This design comes from an exercise in tuning for small area and a short achievable clock period on the open sky130 flow, not from production work.
Function was not checked in any run shown here: the RTL went through the layout flow alone.
No activity file was given, so power comes from the tool's default toggle rates.

## flow/design.v (module list and top-level ports; edited modules follow where they fit)
// module dsp_27x27u: 2167 lines
// module mul_fa: 10 lines
module dsp_27x27u #(
    parameter LATENCY = 2,
    parameter AX_WIDTH = 27,
    parameter AY_WIDTH = 27,
    parameter RESULT_A_WIDTH = 54
) (
    input   clock,
    input   resetn,
    input   ivalid,
    input   iready,
    output  ovalid,
    output  oready,
    input [AX_WIDTH-1:0] ax,
    input [AY_WIDTH-1:0] ay,
    output [RESULT_A_WIDTH-1:0] resulta
);
  // ...
==> flow/run.sh <==
#!/bin/bash
# synth_recipe.tcl (not shown) runs the flow's synth.tcl, then flattens the netlist and writes it again
# the make line also repeats each setting of config.mk as NAME=value (left out here)
make -C /OpenROAD-flow-scripts/flow DESIGN_CONFIG=/design/flow/config.mk WORK_HOME=/design/flow/orfs CLKGATE_MAP_FILE= SYNTH_SCRIPT=/design/flow/synth_recipe.tcl finish
==> flow/config.mk <==
export PLATFORM = sky130hd
export DESIGN_NAME = dsp_27x27u
export DESIGN_NICKNAME = dsp_27x27u
export VERILOG_FILES = /design/flow/design.v
export SDC_FILE = /design/flow/constraint.sdc
export NUM_CORES = 4
export LEC_CHECK = 0
export CAP_MARGIN = 20
export CORE_MARGIN = 2
export CORE_UTILIZATION = 40
export SLEW_MARGIN = 20
export SYNTH_HIERARCHICAL = 1
export SYNTH_MINIMUM_KEEP_SIZE = 0
==> flow/constraint.sdc <==
create_clock -name core_clock -period 8.5 [get_ports {clock}]
set_input_delay 1.7000 -clock core_clock [delete_from_list [all_inputs] [get_ports {clock}]]
set_output_delay 1.7000 -clock core_clock [all_outputs]
set_load 0.01 [all_outputs]
==> run summary, run 1 <==
Comb pwr share: 80.2%
Die Ht: 232.4 microns
Synth top cells by count: xnor2_1, a22oi_1, fa_1, dfxtp_1, clkbuf_1
Crit Path Category: reg -> out
Clock buf/inv share: 2.655%
n_diodes: 0
commonest non-fill, non-tap cell in the layout: xnor2_1
P per Cell Area: 466.1 nW/um^2
Seq/Total Area, Yosys: 16.79%
fin crit period: 6.270 ns
cell area after layout: 23090 sq um
top-count cell post-synth: xnor2_1
max reg flops: 27
Worst Path Max Fanout: 5
Hold Crit Class: reg -> reg
TAP cells: 680
CP required: 6.80 ns
root buffer cell: clkbuf_16
syn_area_per_cell: 10.12 sq um
RD Place Congestion: 0.9053
status: complete, no violations
area of the multi-input gates: 16330 sq um
CLK BUF: 17
residual overflow from global routing: 0
DP Area: 22480 sq um
fin. max-slew vios: 0
Hold Slack: 0.7027 ns
CP startpoint: cs0_0
maximum vdd drop: 242.8 uV
Mapped Cells: 2062
Avg Vias per Cell: 6.068
Leak Pwr: 8.589 nW
top achievable clock speed: 159.5 MHz
mux cell area share after synthesis: 0%
GRT Total Usage: 25.28%
period utilization: 73.77%
most frequent cells in the layout: xnor2_1, a22oi_1, fa_1
core area: 51410 sq um
P_sw: 5.209 mW
Post-Synth Adder-Cell Area: 36.03%
M2 GR Usage: 38.84%
yosys warns: 7
==> run 2: changes to the inputs <==
--- a/flow/config.mk
+++ b/flow/config.mk
@@ -6,7 +6,9 @@
 export NUM_CORES = 4
 export LEC_CHECK = 0
+export ABC_CLOCK_PERIOD_IN_PS = 4000
 export CAP_MARGIN = 20
 export CORE_MARGIN = 2
 export CORE_UTILIZATION = 40
+export SETUP_SLACK_MARGIN = 5
 export SLEW_MARGIN = 20
 export SYNTH_HIERARCHICAL = 1
==> run 2 against run 1 <==
Against the previous run: area after synthesis unchanged; via count up 7.2%; highest routed layer unchanged; design area up 19%.
==> run summary, run 2 <==
status: complete, no violations
Worst slew margin: 66.47%
CTS tree: done
worst skew pair latency: 0.48 ns
Synth top cells by count: xnor2_1, a22oi_1, fa_1, dfxtp_1, clkbuf_1
P per Cell Area: 461.1 nW/um^2 (-1.1%)
root buffer cell: clkbuf_16
antenna violations before repair: 0
fillcell total: 4328
die area: 54010 sq um
syn_area_per_cell: 10.12 sq um (unchanged)
Post-synth top flop: dfxtp_1
Slowest cell on crit path: o41a_1
Crit Path Category: reg -> out
Avg Vias per Cell: 6.149 (+1.3%)
Mapped Area: 20870 sq um
Final setup viols: 0
clk slew on worst S/H paths: 0.07 ns
period utilization: 57.75% (-16 points)
max reg flops: 27 (unchanged)
NumNets Final: 2668
CTS buffer count: 17
yosys warns: 7 (unchanged)
first drt pass iteration count: 6
core area: 51410 sq um (unchanged)
hold-critical path depth: 1
Yosys cell types: 56
slew at the pin closest to its max-slew limit: 0.5029 ns
die width: 232.4 microns
H-tree Lvls: 4
post-synthesis async set-or-reset flop share: 0%
FF-to-FF path depth: 10
maximum vdd drop: 268.4 uV (+11%)
DP HPWL: 44490 microns
hold_buf cts: 0
Leak Pwr: 10.22 nW (+19%)
Worst Path Max Fanout: 3 (-2)
mux cell area share after synthesis: 0% (unchanged)
Rows: 83
CTS max path bufs: 2
Total Power: 12.66 mW
CP required: 6.80 ns (about the same)
Initial Util: 40.59%
I/O pin cnt: 114
leading area contributor after synthesis: fa_1
Fin Clk Skew: 0.01487 ns
most frequent cells in the layout: xnor2_1, a22oi_1, fa_1
Compound-Gate Fraction of Synth Area: 19.19%
Post-Synth Adder-Cell Area: 36.03% (unchanged)
top-count cell post-synth: xnor2_1
crit path launch type: flip-flop
pre-CTS setup slack: 3.015 ns
area of the multi-input gates: 18160 sq um (+11%)
max capacitance violation total: 0
Synth top area share: 30.03%
XOR/XNOR Fraction of Synth Area: 17.97%
final hold vios: 0
Via Count: 17.77k
largest net degree at the start of global routing: 31
remaining antenna violation count: 0
biggest cell delay along the critical path: 0.40 ns
initial drt markers: 2004
sequential cell area: 3610 sq um
setup TNS: 0 ns
Seq/Total Area, Yosys: 16.79% (unchanged)
fin crit period: 4.909 ns (-1.361 ns)
Routed WL: 76610 microns
simple-gate share of the synthesized area: 5.031%
PortBufs: 108
main combinational cell family by area after synthesis: adder cells
synthesis-to-layout area growth: 31.55%
fin. max-slew vios: 0 (unchanged)
DRC: 0
top achievable clock speed: 203.7 MHz (+28%)
crit-path cells: ha_4 > or3_4 > o221a_4 > a311oi_4 > buf_6 > a21oi_4 > o21ai_4 > o211ai_1 > o41a_1 > xor2_2 > buf_2
Avg WL per Cell: 26.51 microns
Largest regs: xr (27), oner (14), twor (14)
Largest Register: xr
Hold Slack: 0.6345 ns (-0.06829 ns)
Worst EP arrival: 3.21 ns
Mapped Cells: 2062 (unchanged)
number of flops mapped to enable cells by yosys: 0
CTS Sinks: 175
residual overflow from global routing: 0 (unchanged)
synthesis-stage register bit count: 175
post-route setup slack: 3.591 ns
via count of the first global-routing pass: 18.54k
layout cells sized above 1: 32.31%
RSZ-0062 raised after global routing: true
Die Ht: 232.4 microns (unchanged)
Synth area leaders: fa_1, dfxtp_1, xnor2_1
Hold Crit Class: reg -> reg
commonest non-fill, non-tap cell in the layout: xnor2_1
n_diodes: 0 (unchanged)
crit end category: primary output
RD Place Congestion: 0.8643 (-4.5%)
first-pass GRT wire length: 113600 microns
GRT Total Usage: 28.12% (+2.8 points)
## run 2: cell counts after synthesis
Identical to the previous run, type by type.
## run 2: layout make-up
| type | count | area share, % |
|---|---|---|
| clock buffers | 18 | 1.600 |
| repair buffers | 332 | 14.53 |
| well taps | 680 | 3.100 |
| clock inverters | 14 | 0.6883 |
| inverters | 57 | 0.7795 |
| multi-input cells | 1614 | 66.15 |
| flip-flops and latches | 175 | 13.15 |
## run 2: power by group
part	total (mW)	switching, mW	internal (mW)	leakage, nW
clock	0.840	0.384	0.456	0.305
combinational	10.4	5.57	4.87	8.43
sequential	1.38	0.144	1.23	1.48
total	12.7	6.10	6.56	10.2
## run 2: worst max-delay path: cells and delay by family (launching register included)
family	cells	cell delay (ns)
compound gates	6	1.38
xor+xnor	1	0.15
fa+ha+maj	1	0.15
buf+inv	2	0.32
flops	1	0.33
simple gates	1	0.38
## run 2: cell families after synthesis
logic type                 count (synthesis)
adders and majority gates                413
buffers and inverters                    274
xor gates and xnor gates                 428
AOI/OAI and AO/OA                        559
and+or+nand+nor                          212
other                                      1
DFF                                      175
## run 2: per-stage QoR
stage	instance area, sq um	cells	util, %
final	27450	2890	53.39
after global routing	27450	2890	53.39
after CTS	26340	2829	51.24
after detailed placement	22900	2697	44.55
after global placement	22900	2697	44.55
after floorplan	21750	2063	-
## run 2: timing repair
action,CTS,global route
pin swaps,202,114
buffers inserted,79,59
gates cloned,21,2
setup endpoints to repair,115,103
gates resized for setup,622,151
## run 2: final timing paths
| check | startpoint | end | slack (ns) |
|---|---|---|---|
| max | cs3_0 | resulta[51] | 3.59 |
| min | negr[1] | cs2_1 | 0.63 |
| max reg2reg | xr[24] | cs29_1 | 4.52 |
| min reg2reg | negr[1] | cs2_1 | 0.63 |
## run 2: metal layers
layer	global-route usage [%]	vias to the layer above	routed length (microns)
met5	0	-	0
met4	12.70	0	3300
met3	8.211	253	8273
met2	43.68	1167	35010
met1	36.17	8953	30030
li1	-	7399	-
## run 2: per-module statistics from Yosys (local to each module, per instance)
module	times used	cells	flops+latches	cell area, sq um
mul_fa	313	1	0	20.02
dsp_27x27u	1	1749	175	14600
==> run 3: changes to the inputs <==
--- a/flow/config.mk
+++ b/flow/config.mk
@@ -10,5 +10,5 @@
 export CORE_MARGIN = 2
 export CORE_UTILIZATION = 40
-export SETUP_SLACK_MARGIN = 5
+export SETUP_SLACK_MARGIN = 4
 export SLEW_MARGIN = 20
 export SYNTH_HIERARCHICAL = 1
==> run 3 against run 2 <==
Against the previous run: register-to-register slack got worse by 0.38 ns; synthesized cell count did not move; utilization fell by 6.4 points; area after synthesis did not move; via count fell by 5.1%; sequential share of layout area rose by 1.4 points; cell count fell by 3.7%; total power fell by 11%; critical path type unchanged.
==> run summary, run 3 <==
CTS buffer count: 17 (unchanged)
P per Cell Area: 467.3 nW/um^2 (+1.4%)
max capacitance violation total: 0 (unchanged)
period utilization: 58.56% (+0.81 points)
Hold Crit Class: reg -> reg
fillcell total: 4784 (+11%)
M1 GR Usage: 32.93% (-3.2 points)
number of flops mapped to enable cells by yosys: 0 (unchanged)
Via Count: 16.87k (-5.1%)
Leak Pwr: 8.999 nW (-12%)
I/O pin cnt: 114 (unchanged)
die area: 54010 sq um (unchanged)
Mapped Area: 20870 sq um (unchanged)
Total Power: 11.28 mW (-11%)
Switching Fraction: 49.50% (+1.3 points)
cell area after layout: 24150 sq um (-12%)
slew at the pin closest to its max-slew limit: 0.9494 ns (+0.4465 ns)
max reg flops: 27 (unchanged)
root buffer cell: clkbuf_16
maximum vdd drop: 225.3 uV (-16%)
core area: 51410 sq um (unchanged)
Worst EP arrival: 3.28 ns (+0.07 ns)
Worst slew margin: 36.71% (-30 points)
residual overflow from global routing: 0 (unchanged)
die width: 232.4 microns (unchanged)
worst skew pair latency: 0.48 ns (about the same)
Synth top area share: 30.03% (unchanged)
GRT Total Usage: 25.71% (-2.4 points)
PortBufs: 108 (unchanged)
cell internal pwr: 5.698 mW (-13%)
hold-critical path depth: 2 (+1)
P_sw: 5.586 mW (-8.4%)
Post-synth top flop: dfxtp_1
remaining antenna violation count: 0 (unchanged)
antenna violations before repair: 0 (unchanged)
most frequent cells in the layout: xnor2_1, a22oi_1, fa_1
min-delay src: xr[26]
Avg WL per Cell: 24.91 microns (-6.0%)
syn_area_per_cell: 10.12 sq um (unchanged)
sequential share of power: 12.1% (+1.2 points)
crit path launch type: flip-flop
DP HPWL: 44870 microns (+0.84%)
Worst Path Max Fanout: 3 (unchanged)
hold_buf cts: 0 (unchanged)
RR Startpoint: xr[17]
yosys warns: 7 (unchanged)
Final setup viols: 0 (unchanged)
RSZ-0062 raised after global routing: true
M2 GR Usage: 40.12% (-3.6 points)
Clock power frac: 7.2% (+0.6 points)
commonest non-fill, non-tap cell in the layout: xnor2_1
Synth area leaders: fa_1, dfxtp_1, xnor2_1
CTS Sinks: 175 (unchanged)
largest net degree at the start of global routing: 31 (unchanged)
Synth top cells by count: xnor2_1, a22oi_1, fa_1, dfxtp_1, clkbuf_1
Mapped Cells: 2062 (unchanged)
GRT Max-Usage Layer: met2
DP Area: 22480 sq um (-1.9%)
post-synthesis async set-or-reset flop share: 0% (unchanged)
n_diodes: 0 (unchanged)
fin. max-slew vios: 0 (unchanged)
setup TNS: 0 ns (unchanged)
placed cells: 2700 (+0.11%)
status: complete, no violations
RD Place Congestion: 0.9053 (+4.7%)
Comb pwr share: 80.7% (-1.8 points)
Seq/Total Area, Yosys: 16.79% (unchanged)
setup slack, reg-to-reg: 4.14 ns (-0.38 ns)
Yosys cell types: 56 (unchanged)
CP required: 6.80 ns (about the same)
H-tree Lvls: 4 (unchanged)
CTS max path bufs: 2 (unchanged)
CTS tree: done
Initial Util: 40.59% (unchanged)
Die Ht: 232.4 microns (unchanged)
Rows: 83 (unchanged)
clk slew on worst S/H paths: 0.08 ns (about the same)
DRC: 0 (unchanged)
crit end category: primary output
R2R Path End: cs29_1
Fin Clk Skew: 0.01874 ns (+0.003870 ns)
via count of the first global-routing pass: 17.82k (-3.9%)
Avg Vias per Cell: 6.065 (-1.4%)
sink of the worst hold path: cs53_1
NumNets Final: 2560 (-4.0%)
Largest regs: xr (27), oner (14), twor (14)
Layout Cells excl Fill: 2782 (-3.7%)
first drt pass iteration count: 8 (+2)
top-count cell post-synth: xnor2_1
met3 Resource Use GR: 8.444% (+0.23 points)
FF-to-FF path depth: 8 (-2)
Largest Register: xr
layout cells sized above 1: 14.61% (-18 points)
Routed WL: 69310 microns (-9.5%)
initial drt markers: 1879 (-6.2%)
final hold vios: 0 (unchanged)
top achievable clock speed: 200.9 MHz (-1.4%)
synthesis-stage register bit count: 175 (unchanged)
leading area contributor after synthesis: fa_1
first-pass GRT wire length: 105500 microns (-7.1%)
Crit Path Category: reg -> out
fin crit period: 4.977 ns (+0.06861 ns)
synthesis-to-layout area growth: 15.72%
## run 3: changes by cell type in the layout (fill, tap and decap cells not counted), sizes merged
cell           change
clkdlybuf4s50      +8
clkinvlp           -1
buf              -100
clkbuf             -3
bufinv             -1
clkinv             +2
bufbuf            -19
dlygate4sd2        +5
inv                +1
## run 3: per-stage QoR
step / utilization [%] / setup WS, ns / hold WS, ns
after floorplan: - / 4.345 / 0.3475
after global placement: 43.72 / 2.885 / 0.6668
after detailed placement: 43.72 / 2.869 / 0.6741
after CTS: 46.35 / 3.400 / 0.6935
after global routing: 46.97 / 3.421 / 0.7184
final: 46.97 / 3.523 / 0.7065
## run 3: kinds of logic (layout without fill, tap and decap cells)
kind of cell,after synthesis,in the layout,synth area share [%]
xor gates and xnor gates,428,428,17.97
buffers and inverters,274,313,4.977
other,1,2,0.01797
AOI/OAI and AO/OA,559,559,19.19
DFF,175,175,16.79
and+or+nand+nor,212,212,5.031
adders and majority gates,413,413,36.03
## run 3: metal layers
layer | vias to the layer above | routed length [microns]
met5 | - | 0
met4 | 0 | 2261
met3 | 199 | 8156
met2 | 1080 | 31610
met1 | 8445 | 27280
li1 | 7148 | -
## run 3: layout make-up
cell class / count / area (sq um) / area share [%]
inverters: 57 / 214.0 / 0.8861
repair buffers: 224 / 1832 / 7.586
well taps: 680 / 850.8 / 3.524
clock inverters: 15 / 187.7 / 0.7773
flip-flops and latches: 175 / 3521 / 14.58
clock buffers: 17 / 425.4 / 1.762
multi-input cells: 1614 / 17120 / 70.88
## run 3: modules after synthesis (local to each module, per instance)
| module | cells inside | flops+latches |
|---|---|---|
| mul_fa | 1 | 0 |
| dsp_27x27u | 1749 | 175 |
## run 3: power groups by stage
stage | sequential [mW] | combinational (mW) | clock, mW
global placement | 1.34 | 8.43 | 0
finish | 1.36 | 9.11 | 0.809
global route | 1.39 | 10.0 | 0.863
detailed placement | 1.34 | 8.53 | 0
CTS | 1.36 | 8.73 | 0.836
floorplan | 1.31 | 5.24 | 0
## run 3: worst max-delay path, stage by stage, from the launching register on
cell and delay [ns]:
dfxtp_2 0.34, ha_4 0.24, a21o_1 0.23, nor4_4 0.30
buf_6 0.16, nor4_2 0.05, buf_4 0.17, o21a_4 0.20
o211ai_1 0.28, buf_4 0.17, buf_4 0.09, a21oi_1 0.08
a311oi_2 0.31, buf_2 0.19
## run 3: how the worst max path moves through the flow
stage               slack, ns  cells past startpoint     from          end
finish                   3.52                     13    cs9_1  resulta[46]
global route             3.42                     10   cs39_0  resulta[53]
CTS                      3.40                     11    cs3_1  resulta[51]
detailed placement       2.87                     12    cs0_0  resulta[46]
global placement         2.88                     12    cs0_0  resulta[46]
floorplan                4.34                      9  negr[4]       cs30_1
## run 3: timing repair
item,4_1_cts,5_1_grt
cloned,0,0
endpoints found under the setup margin,46,40
pin swaps,62,40
setup buffers,33,17
gates resized for setup,266,68
==> run 4: changes to the inputs <==
--- a/flow/config.mk
+++ b/flow/config.mk
@@ -6,5 +6,5 @@
 export NUM_CORES = 4
 export LEC_CHECK = 0
-export ABC_CLOCK_PERIOD_IN_PS = 4000
+export ABC_CLOCK_PERIOD_IN_PS = 1200
 export CAP_MARGIN = 20
 export CORE_MARGIN = 2
==> run 4 against run 3 <==
Against the previous run: area after synthesis unchanged; total power unchanged; worst setup slack did not move; synthesized cell count stayed put; critical path type unchanged; design area did not move; sequential share of layout area unchanged; sequential cell count unchanged; non-clock buffer count is the same; still clean on timing, DRC and antenna; highest routed layer unchanged; worst hold slack is the same; sequential power is essentially flat; critical path depth unchanged; clock skew unchanged.
==> run summary, run 4 <==
status: complete, no violations
Yosys cell types: 56 (unchanged)
Leak Pwr: 8.999 nW (unchanged)
fillcell total: 4784 (unchanged)
initial drt markers: 1879 (unchanged)
Hold Crit Class: reg -> reg
post-route setup slack: 3.523 ns (unchanged)
Mapped Cells: 2062 (unchanged)
most frequent CP cell: buf_4
fin. max-slew vios: 0 (unchanged)
Worst slew margin: 36.71% (unchanged)
n_diodes: 0 (unchanged)
met2 routed WL: 31610 microns (unchanged)
Rows: 83 (unchanged)
post-synthesis async set-or-reset flop share: 0% (unchanged)
Largest Register: xr
Avg WL per Cell: 24.91 microns (unchanged)
crit-path cells: ha_4 > a21o_1 > nor4_4 > buf_6 > nor4_2 > buf_4 > o21a_4 > o211ai_1 > buf_4 > buf_4 > a21oi_1 > a311oi_2 > buf_2
layout cells sized above 1: 14.61% (unchanged)
biggest cell delay along the critical path: 0.34 ns (about the same)
number of flops mapped to enable cells by yosys: 0 (unchanged)
synthesis-stage register bit count: 175 (unchanged)
leading area contributor after synthesis: fa_1
worst skew pair latency: 0.48 ns (about the same)
placed cells: 2700 (unchanged)
Final setup viols: 0 (unchanged)
Hold Slack: 0.7065 ns (unchanged)
Avg Vias per Cell: 6.065 (unchanged)
first-pass GRT wire length: 105500 microns (unchanged)
Routed WL: 69310 microns (unchanged)
clk slew on worst S/H paths: 0.08 ns (about the same)
residual overflow from global routing: 0 (unchanged)
largest net degree at the start of global routing: 31 (unchanged)
CTS buffer count: 17 (unchanged)
final hold vios: 0 (unchanged)
hold_buf cts: 0 (unchanged)
DR top layer: met4
H-tree Lvls: 4 (unchanged)
CTS tree: done
PortBufs: 108 (unchanged)
Buf/Inv on CP: 5 (unchanged)
top-count cell post-synth: xnor2_1
die width: 232.4 microns (unchanged)
via count of the first global-routing pass: 17.82k (unchanged)
Worst EP arrival: 3.28 ns (about the same)
remaining antenna violation count: 0 (unchanged)
Mapped Area: 20870 sq um (unchanged)
top achievable clock speed: 200.9 MHz (unchanged)
routed wl met3: 8156 microns (unchanged)
Worst Path Max Fanout: 3 (unchanged)
Largest regs: xr (27), oner (14), twor (14)
setup TNS: 0 ns (unchanged)
Synth top area share: 30.03% (unchanged)
Initial Util: 40.59% (unchanged)
syn_area_per_cell: 10.12 sq um (unchanged)
crit path launch type: flip-flop
Post-synth top flop: dfxtp_1
CTS Sinks: 175 (unchanged)
Synth area leaders: fa_1, dfxtp_1, xnor2_1
P per Cell Area: 467.3 nW/um^2 (unchanged)
RD Place Congestion: 0.9053 (unchanged)
fin crit period: 4.977 ns (unchanged)
period utilization: 58.56% (unchanged)
final core occ: 46.97% (unchanged)
Via Count: 16.87k (unchanged)
I/O pin cnt: 114 (unchanged)
maximum vdd drop: 225.3 uV (unchanged)
max reg flops: 27 (unchanged)
Synth top cells by count: xnor2_1, a22oi_1, fa_1, dfxtp_1, clkbuf_1
NumNets Final: 2560 (unchanged)
GRT Total Usage: 25.71% (unchanged)
max capacitance violation total: 0 (unchanged)
DRC: 0 (unchanged)
Fin Clk Skew: 0.01874 ns (unchanged)
commonest non-fill, non-tap cell in the layout: xnor2_1
CTS max path bufs: 2 (unchanged)
root buffer cell: clkbuf_16
yosys warns: 7 (unchanged)
core area: 51410 sq um (unchanged)
Seq/Total Area, Yosys: 16.79% (unchanged)
most frequent cells in the layout: xnor2_1, a22oi_1, fa_1
RSZ-0062 raised after global routing: true
antenna violations before repair: 0 (unchanged)
Die Ht: 232.4 microns (unchanged)
Layout Cells excl Fill: 2782 (unchanged)
CP required: 6.80 ns (about the same)
Slowest cell on crit path: dfxtp_2
pre-CTS setup slack: 2.869 ns (unchanged)
delay-heaviest family, CP: compound AO/OA/AOI/OAI gates
Met1 Wirelength: 27280 microns (unchanged)
slew at the pin closest to its max-slew limit: 0.9494 ns (unchanged)
DP HPWL: 44870 microns (unchanged)
die area: 54010 sq um (unchanged)
first drt pass iteration count: 8 (unchanged)
synthesis-to-layout area growth: 15.72% (unchanged)
crit end category: primary output
Crit Path Category: reg -> out
run 4: cell counts after synthesis:
No cell type changed its count.
run 4: routing by layer:
metal | vias up | GRT usage, %
li1 | 7148 | -
met2 | 1080 | 40.12
met5 | - | 0
met4 | 0 | 10.04
met3 | 199 | 8.444
met1 | 8445 | 32.93
run 4: power breakdown:
part           leakage, nW  switching [mW]  internal [mW]
Clock                0.301           0.385          0.423
Combinational         7.22            5.07           4.04
Sequential            1.48           0.130           1.23
run 4: layout make-up:
| class | instances | area, sq um | area share [%] |
|---|---|---|---|
| clock buffers | 17 | 425.4 | 1.762 |
| clock inverters | 15 | 187.7 | 0.7773 |
| inverters | 57 | 214.0 | 0.8861 |
| multi-input cells | 1614 | 17120 | 70.88 |
| flip-flops and latches | 175 | 3521 | 14.58 |
| well taps | 680 | 850.8 | 3.524 |
| repair buffers | 224 | 1832 | 7.586 |
run 4: path summary, 6_finish.rpt:
path	startpoint	endpoint	slack (ns)	depth (start not counted)
hold reg to reg	xr[26]	cs53_1	0.71	2
setup reg to reg	xr[17]	cs29_1	4.14	8
hold / removal	xr[26]	cs53_1	0.71	2
setup / recovery	cs9_1	resulta[46]	3.52	13
run 4: cell families (layout without fill, tap and decap cells):
logic type | after synthesis | in the layout | synth area share (%)
fa+ha+maj | 413 | 413 | 36.03
xor+xnor | 428 | 428 | 17.97
other cells | 1 | 2 | 0.01797
buf+inv | 274 | 313 | 4.977
flops | 175 | 175 | 16.79
simple gates | 212 | 212 | 5.031
compound gates | 559 | 559 | 19.19
run 4: per-module statistics from Yosys (local to each module, per instance):
| module | cell area, sq um | times used | cells | flip-flops and latches |
|---|---|---|---|---|
| mul_fa | 20.02 | 313 | 1 | 0 |
| dsp_27x27u | 14600 | 1 | 1749 | 175 |
run 4: worst min-delay path, cell delays in order (launching register included):
cell and delay, ns:
dfxtp_1 0.30, buf_4 0.24, nand2_1 0.10
run 4: repair_timing:
action	in CTS	in global routing
setup endpoints to repair	46	40
buffers inserted	33	17
gates resized for setup	266	68
gates cloned	0	0
pin swaps	62	40
run 4: per-stage QoR:
step	cell area, sq um	power, mW
4_1_cts	23830	10.93
6_report	24150	11.28
5_1_grt	24150	12.27
2_1_floorplan	20870	6.545
3_3_place_gp	22480	9.766
3_5_place_dp	22480	9.869

static timing again, ports no longer ideal:
The flow's constraints put no driver on any port. The routed layouts listed below were extracted and timed again, unchanged, in two steps. Step 1 sets driving cells, clkbuf_16 on the clock port and buf_2 on the other inputs (assumed; they add their load-dependent delay and slew). Step 2 adds t to the input delays and takes it off the output delays; t is the mean of the earliest and latest rising clock arrival at the registers after step 1. Input paths then give back, and output paths get back, about the clock's delay inside the block. Slacks: ideal ports / drivers / drivers and shift; pairs: ideal ports / drivers.
| run | t, ns | slack for setup (ns) | latest minus earliest clock arrival (ns) | slew at the worst register clock pin (ns) |
|---|---|---|---|---|
| run 1 | 0.528 | 2.230 / 2.172 / 2.700 | 0.017 / 0.018 | 0.08 / 0.08 |
| run 2 | 0.544 | 3.591 / 3.522 / 4.066 | 0.015 / 0.014 | 0.08 / 0.08 |
| run 3 | 0.531 | 3.523 / 3.462 / 3.993 | 0.018 / 0.018 | 0.08 / 0.08 |
| run 4 | 0.531 | 3.523 / 3.462 / 3.993 | 0.018 / 0.018 | 0.08 / 0.08 |
After both steps every run listed still meets setup and hold.
